This is an optimization exercise on Yosys and OpenROAD, whose aim is small area, not a production implementation.
RTL that was checked went through simulation tests only; none was proved equivalent to the original.
The flow treats the clock pin as an ideal source. Dropping or thinning the clock tree relies on that and would not hold on a real chip.

==> build 29 <==
Design top_module, start of the top module:
module top_module(
    input i_clk,
    input i_reset_btn,
    input i_wr_btn,
    input i_val_inc_btn,
    input i_val_dec_btn,
    input i_sel_inc_btn,
    input i_sel_dec_btn,
    output o_rs,
    output o_e,
    output [7:0] o_d
    );
clock: 10.0 ns
lec_check: 0
cap_margin: 20
core_margin: 2
core_utilization: 40
slew_margin: 20
standard.sh (not shown) runs the stock make flow with config.mk's settings and CLKGATE_MAP_FILE= SYNTH_SCRIPT=/design/flow/synth_recipe.tcl, a recipe that flattens the netlist after the stock synthesis.
==> flow/flow/run.sh <==
#!/bin/bash
# Standard ORFS layout with three changes that only affect cell area:
#  - synthesis's ABC step runs an area-only script (flow/abc_area.script:
#    choice + amap with extra area-recovery passes, no buffering or upsizing); the synthesis is otherwise
#    the standard flow's own (synth_recipe.tcl), so the registers are the standard ones;
#  - ports are buffered (as standard) but with the smallest buffer;
#  - CTS uses small clock buffers and no dummy loads.
set -euo pipefail
W=$PWD
rm -rf "$W/myscripts"
cp -r "$FLOW_HOME/scripts" "$W/myscripts"
cp "$W/flow/abc_area.script" "$W/myscripts/abc_area.script"
bash standard.sh SCRIPTS_DIR="$W/myscripts" ABC_AREA=1 synth > "$W/synth.log" 2>&1
bash standard.sh "BUFFER_PORTS_ARGS=-buffer_cell sky130_fd_sc_hd__buf_1" \
  "CTS_ARGS=-sink_clustering_enable -repair_clock_nets -dont_use_dummy_load -buf_list sky130_fd_sc_hd__clkbuf_4 -root_buf sky130_fd_sc_hd__clkbuf_4 -sink_clustering_size 30" \
  finish > "$W/layout.log" 2>&1
==> flow/flow/abc_area.script <==
strash
dch
amap -F 3 -A 10
topo
==> inputs of build 92, as changes to build 29 <==
--- a/flow/design.v
+++ b/flow/design.v
@@ -15,15 +15,15 @@
     reg [3:0] P;
     reg [3:0] a;
     reg [5:0] b;
     reg [1:0] q;
     reg [1:0] m;
     reg [3:0] R0, R1, R2, R3;
     reg [3:0] h;
-    reg C;
+    reg C, hc;
     reg wr;
     reg [1:0] sel;
     reg [4:0] d1, d2, d3;
     wire [4:0] pr = d2 & ~d3;    
     wire tk    = ~P[3] & ~P[2] & ~P[1] & ~P[0];      
     wire a12   = a[3] & a[2];
     wire wrap  = a12 & b[4] & b[3] & b[2];            
@@ -48,54 +48,71 @@
     assign at[3] = at[2] & a[2];
     wire [3:0] an = (a ^ at) & {4{~(tk & wrap)}};
     wire [1:0] qn = (tk & wrap) ? {q[0], ~q[1] & ~q[0]} : q;
     wire edit_req = wr & (pr[1] | pr[2]);
     wire run_req  = (q == 2'd0) & ~wr;
     wire inc = ~e_tk | pr[1];
     wire units = P[0];
-    wire r0 = R3[0], r1 = R3[1], r2 = R3[2], r3 = R3[3];
+    wire wmax = units ? (R3[3] & R3[0]) : (R3[2] & R3[0]);        
+    wire wmin = ~R3[2] & ~R3[1] & ~R3[0] & (~R3[3] | ~units);     
+    wire w = inc ? wmax : wmin;
+    wire [2:0] lo = w ? (inc ? 3'd0 : {units ? 3'd1 : 3'd5}) : (inc ? R3[2:0] + 1'b1 : R3[2:0] - 1'b1);
+    wire b3u = w ? (~inc) : (inc ? (R3[3] | (R3[2] & R3[1] & R3[0])) : (R3[3] & (R3[2] | R3[1] | R3[0])));
+    wire pm_tg = ~P[3] & P[2] & P[1] & ~P[0] & hc;                 
+    wire [3:0] rdn = {units ? b3u : R3[3], lo};
     wire act = C & P[3];
-    wire p6  = ~P[3] & P[2] & P[1] & ~P[0];
-    wire pm_tg = p6 & (e_tk ? (edit_req & (sel == 2'd3)) : (C & (h == 4'd0)));
-    wire t1 = act & (inc ? (r0 & ~(units ? r3 : r2)) : (~r0 & (r1 | r2 | (units & r3))));
-    wire t2 = act & (inc ? (r0 & (r1 | (~units & r2))) : (~r0 & ~r1 & (~units | r2 | r3)));
-    wire t3 = act ? (units & (inc ? (r0 & ((r1 & r2) | r3)) : (~r0 & ~r1 & ~r2))) : pm_tg;
-    wire w = inc ? (r0 & (units ? r3 : r2)) : (~r0 & ~r1 & ~r2 & (~units | ~r3));
-    wire [3:0] rnew = (R3 ^ {t3, t2, t1, act}) & {4{~rst}};
+    wire [3:0] rnew = rst ? 4'd0 : {act ? rdn[3] : (R3[3] ^ pm_tg), act ? lo : R3[2:0]};
     wire p12 = P[3] & P[2] & ~P[1] & ~P[0];
     wire p7  = ~P[3] & P[2] & P[1] & P[0];
+    wire hh11 = h[3] & h[1] & h[0];
     wire hh_en = p7 & (e_tk ? (edit_req & (sel == 2'd2)) : C);
-    wire [3:0] ht;
-    assign ht[0] = hh_en;
-    assign ht[1] = hh_en & ~(inc ^ h[0]);
-    assign ht[2] = hh_en & (inc ? (h[0] & h[1] & ~h[3]) : (~h[0] & ~h[1] & (h[2] | h[3])));
-    assign ht[3] = hh_en & (inc ? (h[0] & h[1] & (h[2] | h[3])) : (~h[0] & ~h[1] & ~h[2]));
-    wire [1:0] mn = f_ev ? ((m[1] | m[0]) ? {1'b1, edit_req} : {1'b0, q == 2'd0})
-                         : {m[1], m[0] | (p12 & at448 & run_req & m[1])};
-    wire cw = C & w;
-    wire Cn = p12 ? (e_tk ? (edit_req & (sel == 2'd0)) : (at448 & run_req))
-            : (P[3] & ~P[2]) ? (e_tk ? (P[1] ? (P[0] ? cw : (edit_req & (sel == 2'd1))) : (P[0] & cw)) : cw)
-            : p7 & C;
     always @(posedge i_clk) begin
         R0 <= rnew;
         R1 <= R0;
         R2 <= R1;
         R3 <= R2;
         P <= Pn | {4{rst}};
         a <= rst ? 4'd12 : an;
         b <= rst ? 6'd29 : bn;
         q <= rst ? 2'd0 : qn;
-        h <= (h ^ ht) & {4{~rst}};
-        m <= mn & {2{~rst}};
-        C <= Cn & ~rst;
-        wr <= (wr ^ (f_ev & pr[0])) & ~rst;
-        sel <= (sel ^ {f_ev & (pr[3] ? sel[0] : (pr[4] & ~sel[0])), f_ev & (pr[3] | pr[4])}) & {2{~rst}};
-        d1 <= (f_ev ? ~{i_sel_dec_btn, i_sel_inc_btn, i_val_dec_btn, i_val_inc_btn, i_wr_btn} : d1) & {5{~rst}};
-        d2 <= (f_ev ? d1 : d2) & {5{~rst}};
-        d3 <= (f_ev ? d2 : d3) & {5{~rst}};
+        if (rst) begin
+            m <= 2'd0;
+            h <= 4'd0;
+            C <= 1'b0;
+            hc <= 1'b0;
+            wr <= 1'b0;
+            sel <= 2'd0;
+            d1 <= 5'd0; d2 <= 5'd0; d3 <= 5'd0;
+        end else begin
+            if (f_ev) begin
+                d1 <= ~{i_sel_dec_btn, i_sel_inc_btn, i_val_dec_btn, i_val_inc_btn, i_wr_btn};
+                d2 <= d1;
+                d3 <= d2;
+                wr <= wr ^ pr[0];
+                if (pr[3]) sel <= sel + 1'b1;
+                else if (pr[4]) sel <= sel - 1'b1;
+                if (m != 2'd0) m <= {1'b1, edit_req};
+                else m <= {1'b0, q == 2'd0};
+            end
+            if (p12 & at448 & run_req & m[1]) m[0] <= 1'b1;
+            case (P)
+                4'd12: C <= e_tk ? (edit_req & (sel == 2'd0)) : (at448 & run_req);
+                4'd11, 4'd9: C <= C & w;
+                4'd10: C <= e_tk ? (edit_req & (sel == 2'd1)) : (C & w);
+                4'd8: C <= ~e_tk & C & w;
+                4'd7: C <= 1'b0;
+                default: ;
+            endcase
+            if (p7) hc <= e_tk ? (edit_req & (sel == 2'd3)) : (C & hh11);
+            else hc <= 1'b0;
+            if (hh_en) begin
+                if (inc) h <= hh11 ? 4'd0 : h + 1'b1;
+                else h <= (h == 4'd0) ? 4'd11 : h - 1'b1;
+            end
+        end
     end
     wire [1:0] slot = {a[3] | a[1], ~a[1] & (a[3] | a[0])};
     wire [1:0] stg = slot + ~P[1:0];
     reg [3:0] rd;
     always @(*) begin
         case (stg)
             2'd0: rd = R0;
--- a/flow/flow/run.sh
+++ b/flow/flow/run.sh
@@ -1,11 +1,11 @@
 #!/bin/bash
 # Standard ORFS layout with three changes that only affect cell area:
 #  - synthesis's ABC step runs an area-only script (flow/abc_area.script:
-#    choice + amap with extra area-recovery passes, no buffering or upsizing); the synthesis is otherwise
+#    choice + amap, no buffering or upsizing); the synthesis is otherwise
 #    the standard flow's own (synth_recipe.tcl), so the registers are the standard ones;
 #  - ports are buffered (as standard) but with the smallest buffer;
 #  - CTS uses small clock buffers and no dummy loads.
 set -euo pipefail
 W=$PWD
 rm -rf "$W/myscripts"
 cp -r "$FLOW_HOME/scripts" "$W/myscripts"
==> flow/flow/abc_area.script (replaced) <==
strash
dch
amap
topo
==> inputs of trial 75, as changes to build 29 <==
==> flow/flow/run.sh (replaced) <==
#!/bin/bash
# Standard ORFS layout with changes that only affect cell area:
#  - synthesis's ABC step runs an area-only script (flow/abc_area.script:
#    choice + amap with extra area-recovery passes, no buffering or
#    upsizing); the synthesis is otherwise the standard flow's own (synth_recipe.tcl), so
#    the registers are the standard ones;
#  - ports are buffered (as standard) but with the smallest buffer;
#  - after CTS, flow/clock_bands.tcl replaces the clock tree with two
#    clkbuf_16, each driven by the clock port and driving half the
#    registers (split by row position), so all registers see the same
#    buffer depth.
set -euo pipefail
W=$PWD
rm -rf "$W/myscripts"
cp -r "$FLOW_HOME/scripts" "$W/myscripts"
cp "$W/flow/abc_area.script" "$W/myscripts/abc_area.script"
bash standard.sh SCRIPTS_DIR="$W/myscripts" ABC_AREA=1 synth > "$W/synth.log" 2>&1
bash standard.sh "BUFFER_PORTS_ARGS=-buffer_cell sky130_fd_sc_hd__buf_1" \
  "CTS_ARGS=-sink_clustering_enable -repair_clock_nets -dont_use_dummy_load -buf_list sky130_fd_sc_hd__clkbuf_4 -root_buf sky130_fd_sc_hd__clkbuf_4 -sink_clustering_size 30" \
  "POST_CTS_TCL=$W/flow/clock_bands.tcl" CLK_LEAF_CELL=sky130_fd_sc_hd__clkbuf_16 CLK_NGROUPS=2 \
  finish > "$W/layout.log" 2>&1
==> flow/flow/clock_bands.tcl (new file) <==
set block [ord::get_db_block]
set db [ord::get_db]
set ng $::env(CLK_NGROUPS)
set master [$db findMaster $::env(CLK_LEAF_CELL)]
set clk_net [$block findNet i_clk]
# old clock buffers: everything with a clkbuf master reachable from i_clk
set old {}
set todo [list $clk_net]
set sinks {}
while {[llength $todo]} {
  set n [lindex $todo 0]; set todo [lrange $todo 1 end]
  foreach it [$n getITerms] {
    set inst [$it getInst]
    if {[$it isOutputSignal]} { continue }
    if {[string match "*clkbuf*" [[$inst getMaster] getName]]} {
      if {[lsearch -exact $old $inst] < 0} {
        lappend old $inst
        lappend todo [[$inst findITerm X] getNet]
      }
    } else {
      lappend sinks $it
    }
  }
}
# sort sinks by y
set keyed {}
foreach it $sinks {
  set b [[$it getInst] getBBox]
  lappend keyed [list [expr {([$b yMin] + [$b yMax]) / 2}] [expr {([$b xMin] + [$b xMax]) / 2}] $it]
}
set keyed [lsort -integer -index 0 $keyed]
set n [llength $keyed]
# remove the old tree
foreach inst $old {
  set onet [[$inst findITerm X] getNet]
  foreach it [$inst getITerms] { $it disconnect }
  odb::dbInst_destroy $inst
  if {$onet ne "" && $onet ne $clk_net} { odb::dbNet_destroy $onet }
}
for {set g 0} {$g < $ng} {incr g} {
  set lo [expr {$g * $n / $ng}]
  set hi [expr {($g + 1) * $n / $ng}]
  set net [odb::dbNet_create $block "clknet_band_$g"]
  $net setSigType CLOCK
  set buf [odb::dbInst_create $block $master "clkbuf_band_$g"]
  [$buf findITerm A] connect $clk_net
  [$buf findITerm X] connect $net
  set sx 0; set sy 0
  for {set i $lo} {$i < $hi} {incr i} {
    set e [lindex $keyed $i]
    set it [lindex $e 2]
    $it disconnect
    $it connect $net
    incr sy [lindex $e 0]; incr sx [lindex $e 1]
  }
  set cnt [expr {$hi - $lo}]
  $buf setLocation [expr {$sx / $cnt}] [expr {$sy / $cnt}]
  $buf setPlacementStatus PLACED
  puts "clock band $g: $cnt registers"
}
puts "clock tree replaced: [llength $old] CTS buffers removed, $ng $::env(CLK_LEAF_CELL) added"
detailed_placement
check_placement -verbose
estimate_parasitics -placement
==> impl_metrics.json <==
{
  "register_area_um2": 1160,
  "finalInstanceArea_um2": 3200,
  "clockBufferDepth": 2,
  "clock_area_frac": 0.0211,
  "irDropWorstVdd_mv": 0.0772,
  "tightest_slew_ns": 0.933,
  "status": "complete, no violations",
  "clkbuf_count": 9,
  "buffers": 16
}
Source of the figures above: build 92

==> impl_metrics.json <==
{
  "register_area_um2": 1140,
  "clkbuf_count": 9,
  "irDropWorstVdd_mv": 0.0570,
  "clockBufferDepth": 2,
  "status": "complete, no violations",
  "finalInstanceArea_um2": 2950,
  "clock_area_frac": 0.0229
}
Source of the figures above: build 29

==> impl_metrics.json <==
{
  "status": "complete, no violations",
  "track_usage": 0.170,
  "p_leak_nw": 1.01,
  "pg_seq_w": 0.000231,
  "arrival_ns": 3.10,
  "p_int_w": 0.000270,
  "register_area_um2": 1140,
  "fillers": 640,
  "vias": 2481,
  "synth_top_family_by_area": "compound AO/OA/AOI/OAI gates",
  "finalInstanceArea_um2": 2930,
  "tightest_slew_ns": 0.722,
  "top_register": "b"
}
Source of the figures above: trial 75

The RTL of build 92 was laid out without a check of its function. The clock cells of trial 75 come from the design's own scripts or RTL, not from TritonCTS.

==> static timing again, ports no longer ideal <==
The flow's constraints put no driver on any port. The routed layouts listed below were extracted and timed again, unchanged, in two steps.
Step 1 (the two cells are an assumption about what drives the block):
set clk [get_ports {i_clk}]
set_driving_cell -lib_cell sky130_fd_sc_hd__clkbuf_16 $clk
set_driving_cell -lib_cell sky130_fd_sc_hd__buf_2 [delete_from_list [all_inputs] $clk]
Step 2, shift: input delay + t, output delay - t, t = (earliest + latest rising clock arrival at the registers) / 2. This alone moves slack from input paths to output paths.
Three values: no drivers, after step 1, after step 2; two values: the first two.
| run | t (ns) | setup WS [ns] | clock arrival spread, ns | worst data-port slew with drivers (ns) |
|---|---|---|---|---|
| build 29 | 0.418 | 4.690 / 4.663 / 5.081 | 0.024 / 0.024 | 0.03 |
| build 92 | 0.427 | 4.826 / 4.795 / 5.222 | 0.044 / 0.045 | 0.03 |
| trial 75 | 0.213 | 4.901 / 4.853 / 5.066 | 0.012 / 0.012 | 0.03 |
After both steps setup and hold are still met in every run listed.
